From an optimization exercise on the open Yosys and OpenROAD flow, aimed at small area, a short achievable clock period and few clock cycles; shortcuts taken in it are not production practice.
The RTL was checked by simulation tests, not by an equivalence proof against the original design.
Power is estimated from default activity; no workload was simulated.

==> inputs of run Z <==
// RISC_V_Pipeline
module RISC_V_Pipeline
(
	input 			clk,
	input 			reset,
	output	[31:0]	imem_addr,
	input	[31:0]	imem_data,
	input	[7:0]	GPIO_in,
	output	[31:0]	GPIO_out
);
clock: 14.0 ns
lec_check: 0
cap_margin: 20
cell_pad_in_sites_detail_placement: 1
cell_pad_in_sites_global_placement: 2
core_margin: 2
core_utilization: 30
slew_margin: 20
run.sh (not shown) runs the stock make flow with config.mk's settings and CLKGATE_MAP_FILE= SYNTH_SCRIPT=/design/flow/synth_recipe.tcl, a recipe that flattens the netlist after the stock synthesis.
==> run P: changes against run Z <==
--- a/flow/design.v
+++ b/flow/design.v
@@ -827,106 +827,141 @@
 wire c492 = (s427 & rr3[31]) | (s427 & c426) | (rr3[31] & c426);
 assign f0 = {s491, s489, s487, s485, s483, s481, s479, s477, s475, s473, s471, s469, s467, s465, s463, s461, s459, s457, s455, s453, s451, s449, s447, s445, s443, s441, s439, s437, s435, s433, s431, s429};
 assign f1 = {c490, c488, c486, c484, c482, c480, c478, c476, c474, c472, c470, c468, c466, c464, c462, c460, c458, c456, c454, c452, c450, c448, c446, c444, c442, c440, c438, c436, c434, c432, c430, rr3[0]};
 assign p = f0 + f1;
 endmodule
 module Reg_File (
 	input         clk, reset,
-	input  [4:0]  ra1, ra2,
+	input  [31:0] sel1, sel2,
 	output [31:0] rd1, rd2,
 	input         we,
 	input  [4:0]  wa,
 	input  [31:0] wd
 );
-reg [31:0] q [1:31];
 reg [31:1] v;
-integer i;
+wire [31:0] vx = {v, 1'b0};
+wire [31:0] s1 = sel1 & vx;
+wire [31:0] s2 = sel2 & vx;
 always @(posedge clk) begin
-	for (i = 1; i < 32; i = i + 1)
-		if (we && wa == i)
-			q[i] <= wd;
-end
-always @(posedge clk or posedge reset) begin
 	if (reset)
 		v <= 31'b0;
 	else if (we && wa != 5'd0)
 		v[wa] <= 1'b1;
 end
-wire [31:0] vx = {v, 1'b0};
-wire [31:0] q1 = (ra1 == 5'd0) ? 32'b0 : q[ra1];
-wire [31:0] q2 = (ra2 == 5'd0) ? 32'b0 : q[ra2];
-assign rd1 = vx[ra1] ? q1 : ((ra1 == 5'd2) ? 32'h7FFF_EFFC : 32'b0);
-assign rd2 = vx[ra2] ? q2 : ((ra2 == 5'd2) ? 32'h7FFF_EFFC : 32'b0);
+wire [31:0] r1 [0:31];
+wire [31:0] r2 [0:31];
+assign r1[0] = ((sel1[2] & ~v[2]) ? 32'h7FFF_EFFC : 32'b0);
+assign r2[0] = ((sel2[2] & ~v[2]) ? 32'h7FFF_EFFC : 32'b0);
+genvar k;
+generate
+	for (k = 1; k < 32; k = k + 1) begin : x
+		reg [31:0] q;
+		always @(posedge clk)
+			if (we && wa == k)
+				q <= wd;
+		assign r1[k] = r1[k-1] | ({32{s1[k]}} & q);
+		assign r2[k] = r2[k-1] | ({32{s2[k]}} & q);
+	end
+endgenerate
+assign rd1 = r1[31];
+assign rd2 = r2[31];
 endmodule
 module Data_Memory (
-	input         clk, reset,
+	input         clk, reset, hold,
 	input  [31:0] addr,
+	input  [63:0] sel,
 	input         we,
 	input  [31:0] wd,
 	input  [7:0]  gpio_in,
 	output [31:0] gpio_out,
 	output [31:0] rdata
 );
-reg [31:0] ram [0:63];
 reg [31:0] gout;
 reg [7:0]  gin;
 wire isRam = addr[30];
-wire [5:0] idx = addr[7:2];
-always @(posedge clk) begin
-	if (we && isRam)
-		ram[idx] <= wd;
-end
+wire [31:0] r [0:64];
+assign r[0] = 32'b0;
+genvar k;
+generate
+	for (k = 0; k < 64; k = k + 1) begin : w
+		reg [31:0] q;
+		always @(posedge clk)
+			if (we && isRam && sel[k])
+				q <= wd;
+		assign r[k+1] = r[k] | ({32{sel[k]}} & q);
+	end
+endgenerate
 always @(posedge clk or posedge reset) begin
 	if (reset)
 		gout <= 32'b0;
-	else if (we && !isRam)
+	else if (we && !isRam && !hold)
 		gout <= wd;
 end
 always @(posedge clk)
 	gin <= gpio_in;
 assign gpio_out = gout;
-assign rdata = isRam ? ram[idx] : (addr[3] ? {24'b0, gin} : gout);
+assign rdata = isRam ? r[64] : (addr[3] ? {24'b0, gin} : gout);
 endmodule
 module RISC_V_Pipeline
 (
 	input 			clk,
 	input 			reset,
 	output	[31:0]	imem_addr,
 	input	[31:0]	imem_data,
 	input	[7:0]	GPIO_in,
 	output	[31:0]	GPIO_out
 );
 localparam MROWS = 4;
+reg rq;
+always @(posedge clk) rq <= reset;
 reg  [31:2] pcF;
-wire        redirE, redirD, stallD;
+wire        redirE, redirD, stallD, redirF;
 wire [31:2] redirE_pc, redirD_pc;
 assign imem_addr = {pcF, 2'b00};
-always @(posedge clk or posedge reset) begin
-	if (reset)
+always @(posedge clk) begin
+	if (rq)
 		pcF <= 30'h0010_0000;            
+	else if (redirF & ~redirE & ~stallD & ~redirD)
+		pcF <= redirF_pc;
 	else if (redirE)
 		pcF <= redirE_pc;
 	else if (stallD)
 		pcF <= pcF;
 	else if (redirD)
 		pcF <= redirD_pc;
 	else
 		pcF <= pcF + 30'd1;
 end
+wire [31:0] iF     = imem_data;
+wire        jalF   = (iF[6:2] == 5'b11011) & (iF[19:12] == {8{iF[31]}});
+wire        brF    = (iF[6:2] == 5'b11000) &
+                     (iF[31] | ((iF[19:15] == iF[24:20]) ? ~iF[12] : iF[12]));
+assign      redirF = jalF | brF;
+wire [9:0]  offF   = iF[3] ? {iF[20], iF[30:22]} : {iF[7], iF[30:25], iF[11:9]};
+wire [10:0] loF    = {1'b0, pcF[11:2]} + {1'b0, offF};
+wire        crossF = loF[10] ^ iF[31];
+wire [31:2] redirF_pc = {pcF[31:12], loF[9:0]};
 reg  [31:0] instrD;
 reg  [31:2] pcD;
+reg  [31:0] sel1D, sel2D;    
+reg         fredD;           
+reg         crossD;          
 reg         vD;
 always @(posedge clk) begin
 	if (!stallD) begin
 		instrD <= imem_data;
 		pcD    <= pcF;
+		sel1D  <= 32'b1 << imem_data[19:15];
+		sel2D  <= 32'b1 << imem_data[24:20];
+		fredD  <= redirF;
+		crossD <= crossF;
 	end
 end
-always @(posedge clk or posedge reset) begin
-	if (reset)
+always @(posedge clk) begin
+	if (rq)
 		vD <= 1'b0;
 	else if (redirE)
 		vD <= 1'b0;
 	else if (!stallD)
 		vD <= ~redirD;
 end
 wire [4:0] opD  = instrD[6:2];
@@ -955,143 +990,129 @@
 wire [31:0] immB = {{19{instrD[31]}}, instrD[31], instrD[7], instrD[30:25], instrD[11:8], 1'b0};
 wire [31:0] immU = {instrD[31:12], 12'b0};
 wire [31:0] immJ = {{11{instrD[31]}}, instrD[31], instrD[19:12], instrD[20], instrD[30:21], 1'b0};
 wire [31:0] immE_d = isST ? immS : isSHI ? {27'b0, instrD[24:20]} : immI;
 wire [31:0] immPC  = isJAL ? immJ : isBR ? immB : immU;
 wire [31:2] addD   = pcD + immPC[31:2];
 wire [31:2] pcp4D  = pcD + 30'd1;
-wire        predT  = isJAL | (isBR & instrD[31]);
-assign redirD    = vD & predT;
-assign redirD_pc = addD;
+wire        sameRs = (rs1D == rs2D);
+wire        predBr = instrD[31] | (sameRs ? ~f3D[0] : f3D[0]);
+wire        predT  = isJAL | (isBR & predBr);
 wire [31:0] auxD = isLUI   ? immU :
                    isAUIPC ? {addD, 2'b00} :
-                   isBR    ? (instrD[31] ? {pcp4D, 2'b00} : {addD, 2'b00}) :
+                   isBR    ? (predBr ? {pcp4D, 2'b00} : {addD, 2'b00}) :
                              {pcp4D, 2'b00};
 wire [31:0] rf1, rf2;
-wire [31:0] resW;
-wire [4:0]  rdW;
-wire        wrW;
+wire [31:0] resMfinal;
+reg  [4:0]  rdE, rdM;
+reg         wrE, wrM, lmE;   
 Reg_File rf (
-	.clk(clk), .reset(reset),
-	.ra1(rs1D), .ra2(rs2D), .rd1(rf1), .rd2(rf2),
-	.we(wrW), .wa(rdW), .wd(resW)
+	.clk(clk), .reset(rq),
+	.sel1(sel1D), .sel2(sel2D), .rd1(rf1), .rd2(rf2),
+	.we(wrM), .wa(rdM), .wd(resMfinal)
 );
-wire [31:0] rv1D = (wrW && rdW == rs1D) ? resW : rf1;
-wire [31:0] rv2D = (wrW && rdW == rs2D) ? resW : rf2;
-reg  [4:0] rdE, rdM;
-reg        wrE, wrM, lmE;   
+wire [31:0] rv1D = rf1;
+wire [31:0] rv2D = rf2;
 wire hit1E = wrE & (rdE == rs1D);
 wire hit2E = wrE & (rdE == rs2D);
 wire hit1M = wrM & (rdM == rs1D);
 wire hit2M = wrM & (rdM == rs2D);
 assign stallD = vD & lmE & ((useRs1 & hit1E) | (useRs2 & hit2E));
 wire selAdd = isLD | isST | (isALU & (f3D == 3'b000) & ~isMUL);
 wire selOr  = isALU & (f3D == 3'b110);
 wire selAnd = isALU & (f3D == 3'b111);
 wire selSll = isALU & (f3D == 3'b001);
 wire selSrl = isALU & (f3D == 3'b101);
 wire selLt  = isALU & (f3D[2:1] == 2'b01);
 wire selAux = isLUI | isAUIPC | isJAL | isJALR;
-reg [31:0] rv1E, rv2E, immE, auxE;
-reg        useImmE, subE;
-reg        fA_M, fA_W, fB_M, fB_W;
+reg [31:0] rv1E, rv2E, auxE;    
+reg        subE;
 reg        sAddE, sOrE, sAndE, sSllE, sSrlE, sLtE, sAuxE;
 reg        ldE, stE, mulE, brE, bneE, predE, jalrE;
 wire bubbleE = stallD | redirE | ~vD;
+wire        jalrD    = isJALR & hit1E & sAuxE;
+wire [31:2] jalrD_pc = auxE[31:2] + immI[31:2];
+assign redirD    = vD & ((predT & (~fredD | crossD)) | jalrD);
+assign redirD_pc = jalrD ? jalrD_pc : addD;
+wire [31:0] resE;
+wire        useImm = ~(isOP | isBR);
+wire [31:0] fwd1D = hit1E ? resE : hit1M ? resMfinal : rv1D;
+wire [31:0] fwd2D = hit2E ? resE : hit2M ? resMfinal : rv2D;
 always @(posedge clk) begin
-	rv1E    <= rv1D;
-	rv2E    <= rv2D;
-	immE    <= immE_d;
-	auxE    <= auxD;
+	rv1E    <= fwd1D;
+	rv2E    <= useImm ? immE_d : fwd2D;
+	auxE    <= isST ? fwd2D : auxD;
 	rdE     <= rdD;
-	useImmE <= ~(isOP | isBR);
 	subE    <= isSUB | selLt;
-	fA_M    <= hit1E;
-	fA_W    <= ~hit1E & hit1M;
-	fB_M    <= hit2E;
-	fB_W    <= ~hit2E & hit2M;
 	sAddE   <= selAdd;
 	sOrE    <= selOr;
 	sAndE   <= selAnd;
 	sSllE   <= selSll;
 	sSrlE   <= selSrl;
 	sLtE    <= selLt;
 	sAuxE   <= selAux;
 	bneE    <= f3D[0];
-	predE   <= instrD[31];
+	predE   <= predBr;
 end
-always @(posedge clk or posedge reset) begin
-	if (reset) begin
+always @(posedge clk) begin
+	if (rq) begin
 		wrE <= 1'b0; lmE <= 1'b0; ldE <= 1'b0; stE <= 1'b0; mulE <= 1'b0;
 		brE <= 1'b0; jalrE <= 1'b0;
 	end else if (bubbleE) begin
 		wrE <= 1'b0; lmE <= 1'b0; ldE <= 1'b0; stE <= 1'b0; mulE <= 1'b0;
 		brE <= 1'b0; jalrE <= 1'b0;
 	end else begin
 		wrE <= wrD; lmE <= isLD | isMUL; ldE <= isLD; stE <= isST; mulE <= isMUL;
-		brE <= isBR; jalrE <= isJALR;
+		brE <= isBR; jalrE <= isJALR & ~jalrD;
 	end
 end
 reg  [31:0] resM;
-wire [31:0] opA  = fA_M ? resM : fA_W ? resW : rv1E;
-wire [31:0] opB2 = fB_M ? resM : fB_W ? resW : rv2E;
-wire [31:0] opB  = useImmE ? immE : opB2;
+wire [31:0] opA  = rv1E;
+wire [31:0] opB  = rv2E;
 wire [32:0] sum33 = {1'b0, opA} + {1'b0, opB ^ {32{subE}}} + {32'b0, subE};
 wire [31:0] sum   = sum33[31:0];
 wire        ltu   = ~sum33[32];
 wire        big   = |opB[31:5];
 wire [31:0] sll   = big ? 32'b0 : (opA << opB[4:0]);
 wire [31:0] srl   = big ? 32'b0 : (opA >> opB[4:0]);
-wire [31:0] resE = ({32{sAddE}} & sum)
+assign resE = ({32{sAddE}} & sum)
                  | ({32{sOrE}}  & (opA | opB))
                  | ({32{sAndE}} & (opA & opB))
                  | ({32{sSllE}} & sll)
                  | ({32{sSrlE}} & srl)
                  | {31'b0, sLtE & ltu}
                  | ({32{sAuxE}} & auxE);
-wire eq      = (opA == opB2);
+wire eq      = (opA == opB);
 wire takenE  = brE & (eq ^ bneE);
 assign redirE    = jalrE | (brE & (takenE ^ predE));
 assign redirE_pc = jalrE ? sum[31:2] : auxE[31:2];
 wire [32*MROWS-1:0] mrowsE;
-mul_csa mul0 (.a(opA), .b(opB2), .rows(mrowsE));
+mul_csa mul0 (.a(opA), .b(opB), .rows(mrowsE));
 reg [31:0] stdM;
-reg [32*MROWS-1:64] mrowsX;
+reg [32*MROWS-1:64] mrowsX;     
+reg [63:0] selM;            
 reg        ldM, stM, mulM;
 always @(posedge clk) begin
-	resM   <= mulE ? mrowsE[31:0] : resE;
-	stdM   <= mulE ? mrowsE[63:32] : opB2;
+	resM   <= mulE ? mrowsE[31:0]  : resE;
+	stdM   <= mulE ? mrowsE[63:32] : auxE;
 	mrowsX <= mrowsE[32*MROWS-1:64];
+	selM   <= 64'b1 << sum[7:2];
 	rdM    <= rdE;
 end
-always @(posedge clk or posedge reset) begin
-	if (reset) begin
+always @(posedge clk) begin
+	if (rq) begin
 		wrM <= 1'b0; ldM <= 1'b0; stM <= 1'b0; mulM <= 1'b0;
 	end else begin
 		wrM <= wrE; ldM <= ldE; stM <= stE; mulM <= mulE;
 	end
 end
 wire [31:0] mulP;
 mul_fin mulf (.rows({mrowsX, stdM, resM}), .p(mulP));
 wire [31:0] ldData;
 Data_Memory dmem (
-	.clk(clk), .reset(reset),
-	.addr(resM), .we(stM), .wd(stdM),
+	.clk(clk), .reset(reset), .hold(rq),
+	.addr(resM), .sel(selM), .we(stM), .wd(stdM),
 	.gpio_in(GPIO_in), .gpio_out(GPIO_out),
 	.rdata(ldData)
 );
-wire [31:0] resMfinal = mulM ? mulP : ldM ? ldData : resM;
-reg [31:0] resW_r;
-reg [4:0]  rdW_r;
-reg        wrW_r;
-always @(posedge clk) begin
-	resW_r <= resMfinal;
-	rdW_r  <= rdM;
-end
-always @(posedge clk or posedge reset) begin
-	if (reset) wrW_r <= 1'b0;
-	else       wrW_r <= wrM;
-end
-assign resW = resW_r;
-assign rdW  = rdW_r;
-assign wrW  = wrW_r;
+assign resMfinal = mulM ? mulP : ldM ? ldData : resM;
 endmodule
==> flow/flow/run.sh (new file) <==
#!/bin/bash
# Layout flow: the standard synthesis and ORFS layout (standard.sh), with
# ORFS's repair_timing asked to keep a 10 ns setup margin, so that it sizes
# and buffers paths well inside the 14 ns clock.  The constraints (clock,
# I/O delays, loads) are the standard flow's constraint.sdc, unchanged.
set -euo pipefail
bash standard.sh synth > synth.log 2>&1
SETUP_SLACK_MARGIN=10 bash standard.sh finish > layout.log 2>&1
==> flow/standard.sh (new file) <==
#!/bin/bash
# synth_recipe.tcl (not shown) runs the flow's synth.tcl, then flattens the netlist and writes it again
# the make line also repeats each setting of config.mk as NAME=value (left out here)
make -C /OpenROAD-flow-scripts/flow DESIGN_CONFIG=/design/flow/config.mk WORK_HOME=/design/flow/orfs CLKGATE_MAP_FILE= SYNTH_SCRIPT=/design/flow/synth_recipe.tcl "${@:-finish}"
Settings changed: CORE_UTILIZATION 30 to 50, CTS_CLUSTER_DIAMETER from default to 90, CTS_CLUSTER_SIZE from default to 24.
removed: flow/run.sh
==> results.txt <==
|  | run P | run Z |
|---|---|---|
| Synthesized-area fraction occupied by xor and xnor cells | 0.0243 | 0.0162 |
| Met3 wire length | 163,000 microns | 77,200 microns |
| Clk slew on worst S/H paths | 0.10 ns | 0.06 ns |
| Slowest library cell on the worst path | sky130_fd_sc_hd__o22ai_4 | sky130_fd_sc_hd__clkinv_1 |
| Routed len/inst | 55.0 microns | 39.5 microns |
| Period utilization | 0.334 | 0.556 |
| Static Leakage | 62.2 nW | 59.8 nW |
| Number of diodes | 89 | 20 |
| Area of all sequential standard cells | 104,000 sq um | 102,000 sq um |
| Area of placed instances | 168,000 sq um | 168,000 sq um |
| Fin worst setup slack | 9.33 ns | 6.21 ns |
| Synthesis-stage register bit count | 3,578 | 3,502 |
| Final GP Congestion | 0.980 | 0.926 |
| P_comb | 0.00568 W | 0.00428 W |
| Start point of the critical path | resM[11] | fB_W |
| Met3 track utilization from global routing | 0.250 | 0.0668 |
| Final HPWL from detailed placement | 522,000 microns | 457,000 microns |
| Endpoint of the worst setup timing path | rv1E[18] | resM[29] |
| Outcome | finished clean | finished clean |
| Switching power share of the total | 0.311 | 0.293 |
Testbench counts of run Z, summed over its fixed seeds: cycles 102,793.
Testbench counts of run P, summed over its fixed seeds: cycles 93,482.

-- re-timing with driven ports --
Ports are ideal in the flow. The routed layouts listed here were re-timed in OpenROAD. Step 1 (the two cells are an assumption about what drives the block):
set clk [get_ports {clk}]
set_driving_cell -lib_cell sky130_fd_sc_hd__clkbuf_16 $clk
set_driving_cell -lib_cell sky130_fd_sc_hd__buf_2 [delete_from_list [all_inputs] $clk]
Step 2 times the ports against the registers' clock, not the clock port: input delays grow and output delays shrink by t, the midpoint of the rising clock arrivals with the driver on. Slacks: ideal ports / drivers / drivers and shift; pairs: ideal ports / drivers.
| run | t (ns) | setup WS [ns] | hold slack, ns |
|---|---|---|---|
| run Z | 1.086 | 6.212 / 6.212 / 6.212 | 0.355 / 0.355 / 0.355 |
| run P | 1.075 | 9.325 / 9.325 / 8.254 | 0.416 / 0.416 / 0.416 |
After both steps every run listed still meets setup and hold. For run P, which loses most, drivers alone change the setup slack by 0.000 ns; drivers and shift together by -1.071 ns.
